Background: an optimization exercise with open tools, aiming at small area. Do not read the settings as production practice.
The RTL was checked by simulation tests, not by an equivalence proof against the original design.
Power is estimated from default activity; no workload was simulated.

==> flow/design.v <==
`timescale 1ns / 1ps
module spi_master #( parameter integer DIV_COEF = 0 ) (
    input               clk_in,          
    input               nrst,            
    input               request,         
    input   [4:0]       nbits,           
    input  [31:0]       mosi_data,       
    output [31:0]       miso_data,       
    output              ready,           
    output              spi_oe,          
    output              spi_csn,         
    output              spi_sck,         
    output              spi_mosi,        
    output              spi_mosi_oe,     
    input               spi_mosi_in,     
    input               spi_miso         
);
    localparam integer div_coef_i = (DIV_COEF == 0) ? 10000 : DIV_COEF - 1;
    localparam [15:0] div_coef_ = div_coef_i[15:0];
    localparam [2:0]
        S_IDLE0  = 3'd0,     
        S_IDLE1  = 3'd1,     
        S_RUN    = 3'd2,     
        S_FIRST  = 3'd3,     
        S_HIGH   = 3'd4,
        S_LOW    = 3'd5,
        S_FINISH = 3'd6,
        S_END    = 3'd7;
    reg [2:0]  state;
    reg [4:0]  cnt;          
    reg [31:0] miso_reg;
    reg        rd;
    reg        rd_tri;
    reg        spi3w;
    wire idle = (state == S_IDLE0) || (state == S_IDLE1);
    wire cfg_req = request && (nbits == 5'd0);
    wire mosi_bit = mosi_data[cnt];
    assign ready = (state == S_IDLE1);
    assign spi_oe = !idle;
    assign spi_csn = idle || (state == S_END);
    assign spi_sck = (state != S_LOW);
    assign spi_mosi = (state == S_RUN || state == S_FIRST) ? 1'b1 : mosi_bit;
    assign spi_mosi_oe = !idle && !(spi3w && rd_tri);
    assign miso_data = miso_reg;
    reg [15:0] divider;
    reg [15:0] div_coef;
    reg configure;
    wire div_hit = (divider == div_coef);
    wire tick = &divider;    
    always @(posedge clk_in) begin
        if (!nrst)
            div_coef <= div_coef_;
        else if (configure && (nbits == 5'd0) && mosi_data[31] && mosi_data[23])
            div_coef <= mosi_data[15:0];
        if (!nrst || configure || div_hit)
            divider <= 16'hFFFF;
        else
            divider <= divider + 16'd1;
    end
    always @(posedge clk_in) begin
        if (!nrst) begin
            configure <= 1'b0;
            spi3w <= 1'b0;
            state <= S_IDLE0;
        end else begin
            configure <= idle && cfg_req;
            if (idle && cfg_req && mosi_data[31] && mosi_data[24])
                spi3w <= mosi_data[16];
            case (state)
                S_IDLE0, S_IDLE1: if (request && !cfg_req) state <= S_RUN;
                S_RUN:    if (cnt == nbits) state <= S_FIRST;
                S_FIRST:  if (tick) state <= S_LOW;
                S_HIGH:   if (tick) state <= S_LOW;
                S_LOW:    if (tick) state <= (cnt == 5'd0) ? S_FINISH : S_HIGH;
                S_FINISH: if (tick) state <= S_END;
                S_END:    if (tick) state <= S_IDLE1;
            endcase
        end
    end
    always @(posedge clk_in) begin
        case (state)
            S_IDLE0, S_IDLE1: begin
                cnt <= 5'd31;
                rd_tri <= 1'b0;
            end
            S_RUN: begin
                if (cnt == nbits)
                    rd <= mosi_bit;
                else
                    cnt <= cnt - 5'd1;
            end
            S_HIGH: if (tick) begin
                cnt <= cnt - 5'd1;
                if (cnt == nbits - 5'd7 && spi3w && rd)
                    rd_tri <= 1'b1;
            end
            S_LOW: if (tick)
                miso_reg <= {miso_reg[30:0], spi3w ? spi_mosi_in : rd ? spi_miso : 1'b0};
            default: ;
        endcase
    end
endmodule
==> flow/config.mk <==
export PLATFORM = sky130hd
export DESIGN_NAME = spi_master
export DESIGN_NICKNAME = spi_master
export VERILOG_FILES = /design/flow/design.v
export SDC_FILE = /design/flow/constraint.sdc
export NUM_CORES = 4
export LEC_CHECK = 0
export CAP_MARGIN = 20
export CORE_MARGIN = 2
export CORE_UTILIZATION = 40
export SLEW_MARGIN = 20
==> flow/constraint.sdc <==
create_clock -name core_clock -period 5.0 [get_ports {clk_in}]
set_input_delay 1.0000 -clock core_clock [delete_from_list [all_inputs] [get_ports {clk_in}]]
set_output_delay 1.0000 -clock core_clock [all_outputs]
set_load 0.01 [all_outputs]
standard.sh (not shown) runs the stock make flow with config.mk's settings and CLKGATE_MAP_FILE= SYNTH_SCRIPT=/design/flow/synth_recipe.tcl, a recipe that flattens the netlist after the stock synthesis.
==> flow/flow/run.sh <==
#!/bin/bash
# Standard ORFS layout (the standard.sh) with two changes:
#  - port buffers use the smallest buffer cell (buffer_ports -buffer_cell)
#  - CTS does not insert dummy loads
set -euo pipefail
export BUFFER_PORTS_ARGS="-buffer_cell sky130_fd_sc_hd__buf_1"
export CTS_ARGS="-sink_clustering_enable -repair_clock_nets -dont_use_dummy_load"
bash standard.sh > standard.log 2>&1
The baseline finished with timing, DRC and antenna clean.
Change:
==> flow/run.sh (new file) <==
#!/bin/bash
# synth_recipe.tcl (not shown) runs the flow's synth.tcl, then flattens the netlist and writes it again
# the make line also repeats each setting of config.mk as NAME=value (left out here)
make -C /OpenROAD-flow-scripts/flow DESIGN_CONFIG=/design/flow/config.mk WORK_HOME=/design/flow/orfs CLKGATE_MAP_FILE= SYNTH_SCRIPT=/design/flow/synth_recipe.tcl finish
removed: flow/flow/run.sh
removed: flow/standard.sh
=> Final cell count climbs slightly. Setup slack loses 0.32 ns. Critical path depth goes up by 1. Wire length goes up by a few percent. Worst hold slack improved by 0.019 ns. Utilization goes up by 6.6 points. Power climbs by roughly a tenth. Area after synthesis does not change. Sequential cell count stays the same. First-iteration DRC count rises by roughly a tenth. Non-clock buffer count went up by 1.
Change:
==> flow/flow/run.sh (new file) <==
#!/bin/bash
# Standard ORFS layout (the standard.sh) with two changes:
#  - port buffers use the smallest buffer cell (buffer_ports -buffer_cell)
#  - CTS does not insert dummy loads
set -euo pipefail
export BUFFER_PORTS_ARGS="-buffer_cell sky130_fd_sc_hd__buf_1"
export CTS_ARGS="-sink_clustering_enable -repair_clock_nets -dont_use_dummy_load -buf_list sky130_fd_sc_hd__clkbuf_8"
bash standard.sh > standard.log 2>&1
==> flow/standard.sh (new file) <==
#!/bin/bash
# synth_recipe.tcl (not shown) runs the flow's synth.tcl, then flattens the netlist and writes it again
# the make line also repeats each setting of config.mk as NAME=value (left out here)
make -C /OpenROAD-flow-scripts/flow DESIGN_CONFIG=/design/flow/config.mk WORK_HOME=/design/flow/orfs CLKGATE_MAP_FILE= SYNTH_SCRIPT=/design/flow/synth_recipe.tcl "${@:-finish}"
removed: flow/run.sh
After rerunning: Via count rose by 1.4%. Design area falls by 12%. Power drops by 9.3%. Wire length came out lower by 3.8%. Setup slack improves by 0.32 ns. Register-to-register slack gets better by 0.04 ns. Global-route usage falls by 0.63 points. Critical path depth came out lower by 1.

separate check: timing with driven ports:
The results above use ideal ports. As a check the final layouts listed here were re-extracted and re-timed, cells and wires unchanged. Step 1, drivers: a clkbuf_16 drives clk_in and a buf_2 each remaining input, both assumed. Step 2 adds t to the input delays and takes it off the output delays; t is the mean of the earliest and latest rising clock arrival at the registers after step 1. Input paths then give back, and output paths get back, about the clock's delay inside the block. Slacks: ideal ports / drivers / drivers and shift; pairs: ideal ports / drivers.
run	t (ns)	setup WS [ns]	worst hold slack (ns)	slew at the worst register clock pin (ns)
the first run	0.364	1.573 / 1.541 / 1.905	0.430 / 0.430 / 0.430	0.09 / 0.09
the second run	0.360	1.255 / 1.234 / 1.234	0.449 / 0.449 / 0.449	0.09 / 0.09
the third run	0.364	1.573 / 1.541 / 1.905	0.430 / 0.430 / 0.430	0.09 / 0.09
After both steps setup and hold are still met in every run listed. For the second run, which loses most, drivers alone change the setup slack by -0.021 ns; drivers and shift together by -0.021 ns.
